This is an optimization exercise on Yosys and OpenROAD, whose aim is a short achievable clock period and few clock cycles, not a production implementation.
Function was checked by simulation only, so behaviour that the tests miss may differ from the original.

==> inputs of try-xenon <==
## Multi_CPU
module Multi_CPU(
		input clk,
		input reset,
		input MIO_ready,
		output mem_w,
		output [31:0] Addr_out,
		output [31:0] Data_out,
		input [31:0] Data_in,
		output CPU_MIO,
		input INT
	);
	wire run = MIO_ready;
	reg [31:0] rf [1:31];
	reg [31:1] rvalid;
	reg [31:0] pc_f;
	reg hq;	 
	reg hqa;	 
	reg hs;	 
	reg pq, ps;	 
	reg [9:0] tq, ts;	 
	reg [31:0] pf_addr;	 
	reg pf_ok;	 
	reg pf_near;	 
	reg [31:0] addr_q;	 
	reg mio_q;	 
	localparam CI = 6;	 
	localparam CN = 1 << CI;
	localparam TW = 10 - CI;	 
	localparam [31:0] PF_LIMIT = (CN - 16) * 4;
	reg [31:0] cdat [0:CN-1];
	reg [TW-1:0] ctag [0:CN-1];
	reg [CN-1:0] cval;
	reg [CN-1:0] cpt;	 
	reg [9:0] ctgt [0:CN-1];	 
	function [CI-1:0] cidx(input [31:0] a);
		cidx = a[CI+1:2];
	endfunction
	function [TW-1:0] ctg(input [31:0] a);
		ctg = a[11:CI+2];
	endfunction
	function cacheable(input [31:0] a);
		cacheable = a[31:12] == 20'd0;
	endfunction
	reg v_d;
	reg fp_d;	 
	reg [31:0] ir_d;
	reg [31:0] pc_d;
	reg [31:0] pc4_d;	 
	reg [31:0] a_e, b_e, sd_e, alt_e;
	reg [31:0] alt4_e;
	reg [9:0] alt_w1_e, alt_w2_e;
	reg alt_ok0_e, alt_ok1_e, alt_ok2_e;
	reg fa_e, fb_e, fs_e;
	reg [4:0] rd_e;
	reg ld_e, st_e, br_e, bne_e, jr_e, pt_e;
  ...
clock: 11.0 ns
lec_check: 0
cap_margin: 30
core_margin: 2
core_utilization: 30
place_density: 0.45
slew_margin: 30
tns_end_percent: 100
standard.sh (not shown) runs the stock make flow with config.mk's settings and CLKGATE_MAP_FILE= SYNTH_SCRIPT=/design/flow/synth_recipe.tcl, a recipe that flattens the netlist after the stock synthesis.
==> flow/flow/run.sh <==
#!/bin/bash
# Standard layout flow; timing repair asks for extra setup slack so that the
# layout runs faster than the constraint's clock period requires.
export SETUP_SLACK_MARGIN=7.5
bash standard.sh > standard_flow.log 2>&1
==> try-juniper: changes against try-xenon <==
--- a/flow/design.v
+++ b/flow/design.v
@@ -532,14 +532,15 @@
 	reg [31:0] ir_d;
 	reg [31:0] pc_d;
 	reg [31:0] pc4_d;	 
 	reg [31:0] a_e, b_e, sd_e, alt_e;
 	reg [31:0] alt4_e;
 	reg [9:0] alt_w1_e, alt_w2_e;
 	reg alt_ok0_e, alt_ok1_e, alt_ok2_e;
+	reg alt_hit_e;	 
 	reg fa_e, fb_e, fs_e;
 	reg [4:0] rd_e;
 	reg ld_e, st_e, br_e, bne_e, jr_e, pt_e;
 	reg o_arith, o_submode, eq_ab_e, o_and, o_or, o_xor, o_nor, o_slt, o_sltu, o_sll, o_srl, o_pass;
 	reg [31:0] res_m, sd_m;
 	reg [4:0] rd_m;
 	reg ld_m, st_m, jr_m;
@@ -665,16 +666,17 @@
 	wire deliver = hq || !mem_m;
 	wire [31:0] idata = hq ? cdat[w_q[CI-1:0]] : Data_in;
 	wire fjump = hq && pq;	 
 	wire [5:0] dop = Data_in[31:26];
 	wire d_isj = dop == 6'h02 || dop == 6'h03;
 	wire d_isb = dop == 6'h05 || (dop == 6'h04 && Data_in[15]);
 	wire djump = !hq && !mem_m && (d_isj || d_isb);
+	wire [31:0] dj_bsum = {pc_f[31:2], 1'b1} + {{15{Data_in[15]}}, Data_in[15:0], 1'b1};
 	wire [31:0] dj_tgt = d_isj ? {pc_f4[31:28], Data_in[25:0], 2'b00} :
-			pc_f4 + {{14{Data_in[15]}}, Data_in[15:0], 2'b00};
+			{dj_bsum[31:1], 2'b00};
 	wire [31:0] ftgt = {20'd0, tq, 2'b00};
 	wire [10:0] w_j4 = {1'b0, tq} + 11'd1;
 	wire ok_j4 = !w_j4[10];
 	wire hq_keep = ca(hq, ok_q, w_q);
 	wire hs_keep = ca(hs, ok_s, w_s[9:0]);
 	wire ps_keep = pa(ps, w_s[9:0]);
 	wire [9:0] ts_keep = ts;
@@ -685,23 +687,20 @@
 	wire ok_a0 = alt_ok0_e;
 	wire [9:0] w_a0 = alt_e[11:2];
 	wire [10:0] w_a4 = {1'b0, alt_w1_e};
 	wire [10:0] w_a8 = {1'b0, alt_w2_e};
 	wire ok_a4 = alt_ok1_e;
 	wire ok_a8 = alt_ok2_e;
 	wire ha0 = ca(lk(ok_a0, w_a0), ok_a0, w_a0);
-	wire pa0 = pa(ptn(w_a0), w_a0);
-	wire [9:0] ta0 = tgn(w_a0);
 	wire ha4 = ca(lk(ok_a4, w_a4[9:0]), ok_a4, w_a4[9:0]);
-	wire pa4 = pa(ptn(w_a4[9:0]), w_a4[9:0]);
-	wire [9:0] ta4 = tgn(w_a4[9:0]);
 	wire ha8 = ca(lk(ok_a8, w_a8[9:0]), ok_a8, w_a8[9:0]);
 	wire pa8 = pa(ptn(w_a8[9:0]), w_a8[9:0]);
 	wire [9:0] ta8 = tgn(w_a8[9:0]);
-	wire alt_hit = lk(ok_a0, w_a0);
+	wire alt_hit = alt_hit_e;
+	wire alt_hit_d = ca(lk(alt_ok0_d, alt_d[11:2]), alt_ok0_d, alt_d[11:2]);
 	wire [31:0] alt_data = cdat[w_a0[CI-1:0]];
 	wire hj0 = ca(lk(1'b1, tq), 1'b1, tq);
 	wire pj0 = pa(ptn(tq), tq);
 	wire [9:0] tj0 = tgn(tq);
 	wire hj4 = ca(lk(ok_j4, w_j4[9:0]), ok_j4, w_j4[9:0]);
 	wire pj4 = pa(ptn(w_j4[9:0]), w_j4[9:0]);
 	wire [9:0] tj4 = tgn(w_j4[9:0]);
@@ -716,20 +715,20 @@
 		hq_n = hq_keep; pq_n = pq; tq_n = tq;
 		hqa_n = hqa && hq_keep;
 		hs_n = hs_keep; ps_n = ps_keep; ts_n = ts_keep;
 		if (redirect_m) begin
 			pc_f_n = res_m; hq_n = 1'b0; hs_n = 1'b0; hqa_n = 1'b0;
 		end else if (redirect_e && alt_hit) begin
 			pc_f_n = alt4;
-			hq_n = ha4; pq_n = pa4; tq_n = ta4; hqa_n = 1'b0;
+			hq_n = ha4; pq_n = 1'b0; hqa_n = 1'b0;
 			hs_n = ha8; ps_n = pa8; ts_n = ta8;
 		end else if (redirect_e) begin
 			pc_f_n = alt_e;
-			hq_n = ha0; pq_n = pa0; tq_n = ta0; hqa_n = 1'b0;
-			hs_n = ha4; ps_n = pa4; ts_n = ta4;
+			hq_n = ha0; pq_n = 1'b0; hqa_n = 1'b0;
+			hs_n = ha4; ps_n = 1'b0;
 		end else if (!stall_d) begin
 			if (redirect_d) begin
 				pc_f_n = dtgt; hq_n = 1'b0; hs_n = 1'b0; hqa_n = 1'b0;
 			end else if (fjump) begin
 				pc_f_n = ftgt;
 				hq_n = hj0; pq_n = pj0; tq_n = tj0; hqa_n = 1'b0;
 				hs_n = hj4; ps_n = pj4; ts_n = tj4;
@@ -760,14 +759,18 @@
 			addr_q <= 32'd0;
 			mio_q <= 1'b1;
 		end else if (run) begin
 			addr_q <= addr_n;
 			mio_q <= mio_n;
 		end
 	end
+	always @(posedge clk) begin
+		if (reset) sd_m <= 32'd0;
+		else if (run) sd_m <= fs_e ? wd_m : sd_e;
+	end
 	assign Addr_out = addr_q;
 	assign Data_out = sd_m;
 	assign mem_w = mw_q;
 	assign CPU_MIO = mio_q;
 	always @(posedge clk) begin
 		if (rd_m != 5'd0) rf[rd_m] <= wd_m;
 	end
@@ -869,15 +872,14 @@
 			tq <= tq_n;
 			ts <= ts_n;
 		end
 	end
 	always @(posedge clk) begin
 		if (run) begin
 			res_m <= res;
-			sd_m <= fs_e ? wd_m : sd_e;
 			if (redirect_e) begin
 				ir_d <= alt_data;
 				pc_d <= alt_e;
 				pc4_d <= alt4;
 			end else if (!stall_d) begin
 				ir_d <= idata;
 				pc_d <= pc_f;
@@ -894,14 +896,15 @@
 				fb_e <= rd_e != 5'd0 && rd_e == rt && !use_imm && !i_lui && !i_jal;
 				fs_e <= rd_e != 5'd0 && rd_e == rt;
 				alt_e <= alt_d;
 				alt4_e <= alt_d + 32'd4;
 				alt_w1_e <= alt_w1_d[9:0];
 				alt_w2_e <= alt_w2_d[9:0];
 				alt_ok0_e <= alt_ok0_d;
+				alt_hit_e <= alt_hit_d;
 				alt_ok1_e <= alt_ok0_d && !alt_w1_d[10];
 				alt_ok2_e <= alt_ok0_d && !alt_w2_d[10];
 				bne_e <= i_bne;
 				pt_e <= pt_d;
 				o_arith <= (r_alu && (f_add || f_sub)) || i_addi || i_lw || i_sw || r_jr;
 				o_submode <= (r_alu && (f_sub || f_slt || f_sltu)) || i_slti || i_sltiu;
 				eq_ab_e <= rs_val == rt_val;
==> flow/config.mk (replaced) <==
export PLATFORM = sky130hd
export DESIGN_NAME = Multi_CPU
export DESIGN_NICKNAME = Multi_CPU
export VERILOG_FILES = /design/flow/design.v
export SDC_FILE = /design/flow/constraint.sdc
export NUM_CORES = 4
export LEC_CHECK = 0
export CAP_MARGIN = 30
export CORE_MARGIN = 2
export CORE_UTILIZATION = 36
export PLACE_DENSITY = 0.5
export SLEW_MARGIN = 30
export TNS_END_PERCENT = 100
==> try-sierra: changes against try-xenon <==
--- a/flow/design.v
+++ b/flow/design.v
@@ -496,15 +496,14 @@
 		input INT
 	);
 	wire run = MIO_ready;
 	reg [31:0] rf [1:31];
 	reg [31:1] rvalid;
 	reg [31:0] pc_f;
 	reg hq;	 
-	reg hqa;	 
 	reg hs;	 
 	reg pq, ps;	 
 	reg [9:0] tq, ts;	 
 	reg [31:0] pf_addr;	 
 	reg pf_ok;	 
 	reg pf_near;	 
 	reg [31:0] addr_q;	 
@@ -529,25 +528,21 @@
 	endfunction
 	reg v_d;
 	reg fp_d;	 
 	reg [31:0] ir_d;
 	reg [31:0] pc_d;
 	reg [31:0] pc4_d;	 
 	reg [31:0] a_e, b_e, sd_e, alt_e;
-	reg [31:0] alt4_e;
-	reg [9:0] alt_w1_e, alt_w2_e;
-	reg alt_ok0_e, alt_ok1_e, alt_ok2_e;
 	reg fa_e, fb_e, fs_e;
 	reg [4:0] rd_e;
 	reg ld_e, st_e, br_e, bne_e, jr_e, pt_e;
-	reg o_arith, o_submode, eq_ab_e, o_and, o_or, o_xor, o_nor, o_slt, o_sltu, o_sll, o_srl, o_pass;
+	reg o_arith, o_sub, o_and, o_or, o_xor, o_nor, o_slt, o_sltu, o_sll, o_srl, o_pass;
 	reg [31:0] res_m, sd_m;
 	reg [4:0] rd_m;
 	reg ld_m, st_m, jr_m;
-	reg mw_q;	 
 	wire [5:0] op = ir_d[31:26];
 	wire [5:0] fn = ir_d[5:0];
 	wire [4:0] rs = ir_d[25:21];
 	wire [4:0] rt = ir_d[20:16];
 	wire [4:0] rdf = ir_d[15:11];
 	wire [15:0] imm16 = ir_d[15:0];
 	wire [31:0] imm = {{16{imm16[15]}}, imm16};
@@ -585,19 +580,15 @@
 	wire [31:0] rt_val = (rd_m != 5'd0 && rd_m == rt) ? wd_m : rf_b;
 	wire [31:0] btgt_d = pc4_d + {imm[29:0], 2'b00};
 	wire [31:0] jtgt_d = {pc4_d[31:28], ir_d[25:0], 2'b00};
 	wire pt_d = fp_d ? i_br : (i_bne || (i_beq && imm16[15]));
 	wire fp_bad = fp_d && v_d && !(i_j || i_jal || i_br);
 	wire redirect_d = fp_d ? fp_bad : (i_j || i_jal || pt_d);
 	wire [31:0] dtgt = fp_bad ? pc4_d : (i_j || i_jal) ? jtgt_d : btgt_d;
-	wire [31:0] alt_d = pt_d ? pc4_d : btgt_d;
-	wire alt_ok0_d = alt_d[31:12] == 20'd0;
-	wire [10:0] alt_w1_d = {1'b0, alt_d[11:2]} + 11'd1;
-	wire [10:0] alt_w2_d = {1'b0, alt_d[11:2]} + 11'd2;
-	wire sub_mode = o_submode;
+	wire sub_mode = o_sub || o_slt || o_sltu;
 	wire [31:0] A = fa_e ? res_m : a_e;
 	wire [31:0] Bx = fb_e ? (res_m ^ {32{sub_mode}}) : b_e;
 	wire [31:0] B = fb_e ? res_m : b_e;	 
 	wire [32:0] sum_a = {1'b0, A} + {1'b0, Bx};
 	wire [32:0] sum_s = {1'b0, A} - {1'b0, ~Bx};
 	wire [31:0] sum = sub_mode ? sum_s[31:0] : sum_a[31:0];
 	wire lt_u = sum_s[32];	 
@@ -609,23 +600,23 @@
 			({32{o_xor}} & (A ^ B)) |
 			({32{o_nor}} & ~(A | B)) |
 			({32{o_sll}} & (B << A[4:0])) |
 			({32{o_srl}} & (B >> A[4:0])) |
 			({32{o_pass}} & B);
 	wire slt_bit = (o_slt && lt_s) || (o_sltu && lt_u);
 	wire [31:0] res = o_arith ? sum[31:0] : {res_oth[31:1], res_oth[0] | slt_bit};
-	wire eq = fa_e ? (fb_e || res_m == b_e) : (fb_e ? a_e == res_m : eq_ab_e);
+	wire eq = fa_e ? (fb_e || res_m == b_e) : (fb_e ? a_e == res_m : a_e == b_e);
 	wire taken_e = br_e && (bne_e ? !eq : eq);
 	wire redirect_e = br_e && (taken_e != pt_e);
 	wire mem_m = ld_m || st_m;
 	wire redirect_m = jr_m;
 	wire pf_go = pf_ok && pf_near;
-	wire fetch_mem = !mem_m && (!hqa || pf_go);
-	wire [31:0] fa = hqa ? pf_addr : pc_f;
-	wire issue = fetch_mem && hqa;
+	wire fetch_mem = mio_q && !mem_m;
+	wire [31:0] fa = addr_q;	 
+	wire issue = fetch_mem && hq;
 	reg pd_v;	 
 	reg [CI-1:0] pd_idx;
 	reg [9:0] pd_w;	 
 	reg [31:0] pd_data;
 	wire [5:0] pd_op = pd_data[31:26];
 	wire pd_isj = pd_op == 6'h02 || pd_op == 6'h03;
 	wire pd_isb = pd_op == 6'h05 || (pd_op == 6'h04 && pd_data[15]);
@@ -655,43 +646,37 @@
 	wire ok_q = pc_f[31:12] == 20'd0;
 	wire [9:0] w_q = pc_f[11:2];
 	wire [10:0] w_s = {1'b0, w_q} + 11'd1;
 	wire [10:0] w_8 = {1'b0, w_q} + 11'd2;
 	wire ok_s = ok_q && !w_s[10];
 	wire ok_8 = ok_q && !w_8[10];
 	wire hit = lk(ok_q, w_q);
-	wire demand_miss = fetch_mem && !hqa && !hit;
+	wire demand_miss = fetch_mem && !hq && !hit;
 	reg dm_q;
 	reg [31:0] dm_a;
 	wire deliver = hq || !mem_m;
 	wire [31:0] idata = hq ? cdat[w_q[CI-1:0]] : Data_in;
 	wire fjump = hq && pq;	 
-	wire [5:0] dop = Data_in[31:26];
-	wire d_isj = dop == 6'h02 || dop == 6'h03;
-	wire d_isb = dop == 6'h05 || (dop == 6'h04 && Data_in[15]);
-	wire djump = !hq && !mem_m && (d_isj || d_isb);
-	wire [31:0] dj_tgt = d_isj ? {pc_f4[31:28], Data_in[25:0], 2'b00} :
-			pc_f4 + {{14{Data_in[15]}}, Data_in[15:0], 2'b00};
 	wire [31:0] ftgt = {20'd0, tq, 2'b00};
 	wire [10:0] w_j4 = {1'b0, tq} + 11'd1;
 	wire ok_j4 = !w_j4[10];
 	wire hq_keep = ca(hq, ok_q, w_q);
 	wire hs_keep = ca(hs, ok_s, w_s[9:0]);
 	wire ps_keep = pa(ps, w_s[9:0]);
 	wire [9:0] ts_keep = ts;
 	wire h8 = ca(lk(ok_8, w_8[9:0]), ok_8, w_8[9:0]);
 	wire p8 = pa(ptn(w_8[9:0]), w_8[9:0]);
 	wire [9:0] t8 = tgn(w_8[9:0]);
-	wire [31:0] alt4 = alt4_e;
-	wire ok_a0 = alt_ok0_e;
+	wire [31:0] alt4 = alt_e + 32'd4;
+	wire ok_a0 = alt_e[31:12] == 20'd0;
 	wire [9:0] w_a0 = alt_e[11:2];
-	wire [10:0] w_a4 = {1'b0, alt_w1_e};
-	wire [10:0] w_a8 = {1'b0, alt_w2_e};
-	wire ok_a4 = alt_ok1_e;
-	wire ok_a8 = alt_ok2_e;
+	wire [10:0] w_a4 = {1'b0, w_a0} + 11'd1;
+	wire [10:0] w_a8 = {1'b0, w_a0} + 11'd2;
+	wire ok_a4 = ok_a0 && !w_a4[10];
+	wire ok_a8 = ok_a0 && !w_a8[10];
 	wire ha0 = ca(lk(ok_a0, w_a0), ok_a0, w_a0);
 	wire pa0 = pa(ptn(w_a0), w_a0);
 	wire [9:0] ta0 = tgn(w_a0);
 	wire ha4 = ca(lk(ok_a4, w_a4[9:0]), ok_a4, w_a4[9:0]);
 	wire pa4 = pa(ptn(w_a4[9:0]), w_a4[9:0]);
 	wire [9:0] ta4 = tgn(w_a4[9:0]);
 	wire ha8 = ca(lk(ok_a8, w_a8[9:0]), ok_a8, w_a8[9:0]);
@@ -705,43 +690,40 @@
 	wire hj4 = ca(lk(ok_j4, w_j4[9:0]), ok_j4, w_j4[9:0]);
 	wire pj4 = pa(ptn(w_j4[9:0]), w_j4[9:0]);
 	wire [9:0] tj4 = tgn(w_j4[9:0]);
 	wire [10:0] w_p4 = {1'b0, pf_addr[11:2]} + 11'd1;
 	wire ok_p4 = pf_addr[31:12] == 20'd0 && !w_p4[10];
 	wire ok_dm = dm_a[31:12] == 20'd0;
 	reg [31:0] pc_f_n, pf_addr_n;
-	reg hq_n, hqa_n, hs_n, pq_n, ps_n, pf_ok_n;
+	reg hq_n, hs_n, pq_n, ps_n, pf_ok_n;
 	reg [9:0] tq_n, ts_n;
 	always @(*) begin
 		pc_f_n = pc_f;
 		hq_n = hq_keep; pq_n = pq; tq_n = tq;
-		hqa_n = hqa && hq_keep;
 		hs_n = hs_keep; ps_n = ps_keep; ts_n = ts_keep;
 		if (redirect_m) begin
-			pc_f_n = res_m; hq_n = 1'b0; hs_n = 1'b0; hqa_n = 1'b0;
+			pc_f_n = res_m; hq_n = 1'b0; hs_n = 1'b0;
 		end else if (redirect_e && alt_hit) begin
 			pc_f_n = alt4;
-			hq_n = ha4; pq_n = pa4; tq_n = ta4; hqa_n = 1'b0;
+			hq_n = ha4; pq_n = pa4; tq_n = ta4;
 			hs_n = ha8; ps_n = pa8; ts_n = ta8;
 		end else if (redirect_e) begin
 			pc_f_n = alt_e;
-			hq_n = ha0; pq_n = pa0; tq_n = ta0; hqa_n = 1'b0;
+			hq_n = ha0; pq_n = pa0; tq_n = ta0;
 			hs_n = ha4; ps_n = pa4; ts_n = ta4;
 		end else if (!stall_d) begin
 			if (redirect_d) begin
-				pc_f_n = dtgt; hq_n = 1'b0; hs_n = 1'b0; hqa_n = 1'b0;
+				pc_f_n = dtgt; hq_n = 1'b0; hs_n = 1'b0;
 			end else if (fjump) begin
 				pc_f_n = ftgt;
-				hq_n = hj0; pq_n = pj0; tq_n = tj0; hqa_n = 1'b0;
+				hq_n = hj0; pq_n = pj0; tq_n = tj0;
 				hs_n = hj4; ps_n = pj4; ts_n = tj4;
-			end else if (djump) begin
-				pc_f_n = dj_tgt; hq_n = 1'b0; hs_n = 1'b0; hqa_n = 1'b0;
 			end else if (deliver) begin
 				pc_f_n = pc_f4;
-				hq_n = hs_keep; pq_n = ps_keep; tq_n = ts_keep; hqa_n = hs_keep;
+				hq_n = hs_keep; pq_n = ps_keep; tq_n = ts_keep;
 				hs_n = h8; ps_n = p8; ts_n = t8;
 			end
 		end
 		pf_addr_n = pf_addr;
 		pf_ok_n = pf_ok;
 		if (dm_q) begin
 			pf_addr_n = dm_a;
@@ -749,28 +731,28 @@
 		end else if (issue || !pf_ok) begin
 			pf_addr_n = pf4;
 			pf_ok_n = ok_p4 && !lk(ok_p4, w_p4[9:0]);
 		end
 	end
 	wire pf_near_n = (pf_addr - pc_f) < PF_LIMIT && !fjump;
 	wire mem_n = !redirect_m && (ld_e || st_e);
-	wire [31:0] addr_n = mem_n ? mem_addr : hqa_n ? pf_addr_n : pc_f_n;
-	wire mio_n = mem_n || !hqa_n || (pf_ok_n && pf_near_n);
+	wire [31:0] addr_n = mem_n ? mem_addr : hq_n ? pf_addr_n : pc_f_n;
+	wire mio_n = mem_n || !hq_n || (pf_ok_n && pf_near_n);
 	always @(posedge clk) begin
 		if (reset) begin
 			addr_q <= 32'd0;
 			mio_q <= 1'b1;
 		end else if (run) begin
 			addr_q <= addr_n;
 			mio_q <= mio_n;
 		end
 	end
 	assign Addr_out = addr_q;
 	assign Data_out = sd_m;
-	assign mem_w = mw_q;
+	assign mem_w = st_m;
 	assign CPU_MIO = mio_q;
 	always @(posedge clk) begin
 		if (rd_m != 5'd0) rf[rd_m] <= wd_m;
 	end
 	always @(posedge clk or posedge reset) begin
 		if (reset) begin
 			rvalid <= 31'd0;
@@ -826,25 +808,22 @@
 	always @(posedge clk) begin
 		if (run) dm_a <= pc_f4;
 	end
 	always @(posedge clk or posedge reset) begin
 		if (reset) begin
 			pc_f <= 32'd0;
 			hq <= 1'b0;
-			hqa <= 1'b0;
 			hs <= 1'b0;
 			pq <= 1'b0;
 			ps <= 1'b0;
 			v_d <= 1'b0;
 			fp_d <= 1'b0;
 			rd_e <= 5'd0; ld_e <= 1'b0; st_e <= 1'b0; br_e <= 1'b0; jr_e <= 1'b0;
 			rd_m <= 5'd0; ld_m <= 1'b0; st_m <= 1'b0; jr_m <= 1'b0;
-			mw_q <= 1'b0;
 		end else if (run) begin
-			mw_q <= mem_n && !ld_e;
 			if (redirect_m) begin
 				rd_m <= 5'd0; ld_m <= 1'b0; st_m <= 1'b0; jr_m <= 1'b0;
 			end else begin
 				rd_m <= rd_e; ld_m <= ld_e; st_m <= st_e; jr_m <= jr_e;
 			end
 			if (redirect_m || redirect_e || stall_d) begin
 				rd_e <= 5'd0; ld_e <= 1'b0; st_e <= 1'b0; br_e <= 1'b0; jr_e <= 1'b0;
@@ -854,19 +833,18 @@
 			if (redirect_m) begin
 				v_d <= 1'b0;
 			end else if (redirect_e) begin
 				v_d <= alt_hit;
 				fp_d <= 1'b0;
 			end else if (!stall_d) begin
 				v_d <= !redirect_d && deliver;
-				fp_d <= fjump || djump;
+				fp_d <= fjump;
 			end
 			pc_f <= pc_f_n;
 			hq <= hq_n;
-			hqa <= hqa_n;
 			hs <= hs_n;
 			pq <= pq_n;
 			ps <= ps_n;
 			tq <= tq_n;
 			ts <= ts_n;
 		end
 	end
@@ -889,26 +867,19 @@
 						i_slti || i_sltiu ? ~imm :
 						i_lui ? {imm16, 16'd0} : i_jal ? pc4_d :
 						r_alu && (f_sub || f_slt || f_sltu) ? ~rt_val : rt_val;
 				sd_e <= rt_val;
 				fa_e <= rd_e != 5'd0 && rd_e == rs;
 				fb_e <= rd_e != 5'd0 && rd_e == rt && !use_imm && !i_lui && !i_jal;
 				fs_e <= rd_e != 5'd0 && rd_e == rt;
-				alt_e <= alt_d;
-				alt4_e <= alt_d + 32'd4;
-				alt_w1_e <= alt_w1_d[9:0];
-				alt_w2_e <= alt_w2_d[9:0];
-				alt_ok0_e <= alt_ok0_d;
-				alt_ok1_e <= alt_ok0_d && !alt_w1_d[10];
-				alt_ok2_e <= alt_ok0_d && !alt_w2_d[10];
+				alt_e <= pt_d ? pc4_d : btgt_d;
 				bne_e <= i_bne;
 				pt_e <= pt_d;
 				o_arith <= (r_alu && (f_add || f_sub)) || i_addi || i_lw || i_sw || r_jr;
-				o_submode <= (r_alu && (f_sub || f_slt || f_sltu)) || i_slti || i_sltiu;
-				eq_ab_e <= rs_val == rt_val;
+				o_sub <= r_alu && f_sub;
 				o_and <= (r_alu && f_and) || i_andi;
 				o_or <= (r_alu && f_or) || i_ori;
 				o_xor <= (r_alu && f_xor) || i_xori;
 				o_nor <= r_alu && f_nor;
 				o_slt <= (r_alu && f_slt) || i_slti;
 				o_sltu <= (r_alu && f_sltu) || i_sltiu;
 				o_sll <= r_alu && f_sll;
==> impl_metrics.csv <==
group,metric,value,unit
status,status,"complete, no violations",
power_and_ir_drop,comb_power,0.0404,W
timing,hold-worst-slack,475.5,ps
global_route,grt_pass1_wl,1729000,um
cts,clk_latency,1200,ps
global_route,grtUsageMet3,0.06948,
critical_path,cp_num_cells,20,
logic_synthesis,synth_seq_cells,4612,
cts,clock_path_buffers,4,
logic_synthesis,synthAdderAreaFrac,0.01082,
placed_design,gp_congestion,0.9292,
critical_path,ff2ff_path_depth,20,
placed_design,dp_hpwl,769900,um
power_and_ir_drop,peakVddDrop,0.0002611,V
Source of the figures above: try-sierra

==> impl_metrics.csv <==
group,metric,value,unit
placed_design,gp_congestion,0.9633,
critical_path,ff2ff_path_depth,16,
cts,clk_latency,1160,ps
cts,clock_path_buffers,4,
power_and_ir_drop,peakVddDrop,0.0002357,V
logic_synthesis,synth_seq_cells,4670,
status,status,"complete, no violations",
placed_design,dp_hpwl,712000,um
floorplan,die_w,871.2,um
power_and_ir_drop,comb_power,0.0431,W
logic_synthesis,synthAdderAreaFrac,0.01230,
global_route,grtUsageMet3,0.1087,
critical_path,cp_num_cells,16,
global_route,grt_pass1_wl,1675000,um
hold_path,hold_path_class,"reg2reg",
Source of the figures above: try-juniper

==> impl_metrics.csv <==
group,metric,value,unit
status,status,"complete, no violations",
power_and_ir_drop,comb_power,0.0406,W
power_and_ir_drop,peakVddDrop,0.0002624,V
logic_synthesis,synth_seq_cells,4669,
global_route,grt_pass1_wl,1786000,um
global_route,grtUsageMet3,0.08066,
logic_synthesis,synthAdderAreaFrac,0.01195,
critical_path,cp_num_cells,14,
cts,clock_path_buffers,5,
placed_design,gp_congestion,0.9332,
Source of the figures above: try-xenon

Testbench counts of try-xenon, summed over its fixed seeds: cycles 84,236.
Testbench counts of try-juniper, summed over its fixed seeds: cycles 84,394.
Testbench counts of try-sierra, summed over its fixed seeds: cycles 84,224.

afterwards: timing with drivers on the ports:
How much do the figures lean on ideal ports? The routed layouts below were timed once more, with nothing changed but the port constraints. Step 1 assumes that a clkbuf_16 drives the clock port and a buf_2 every other input. Step 2 moves the port delays by t, midway between the first and last clock arrival at a register: inputs arrive t later, outputs are due t later. That takes back most of the time a late clock gives input paths. Three values: no drivers, after step 1, after step 2; two values: the first two.
run	t, ns	setup WS [ns]	worst setup path at the end	clock arrival spread, ns
try-xenon	1.227	6.437 / 6.437 / 5.290	input to register	0.105 / 0.104
try-juniper	1.252	6.689 / 6.588 / 5.336	input to register	0.107 / 0.107
try-sierra	1.321	6.212 / 6.212 / 5.310	input to register	0.117 / 0.117
After both steps every run listed still meets setup and hold. For try-juniper, which loses most, drivers alone change the setup slack by -0.101 ns; drivers and shift together by -1.353 ns.
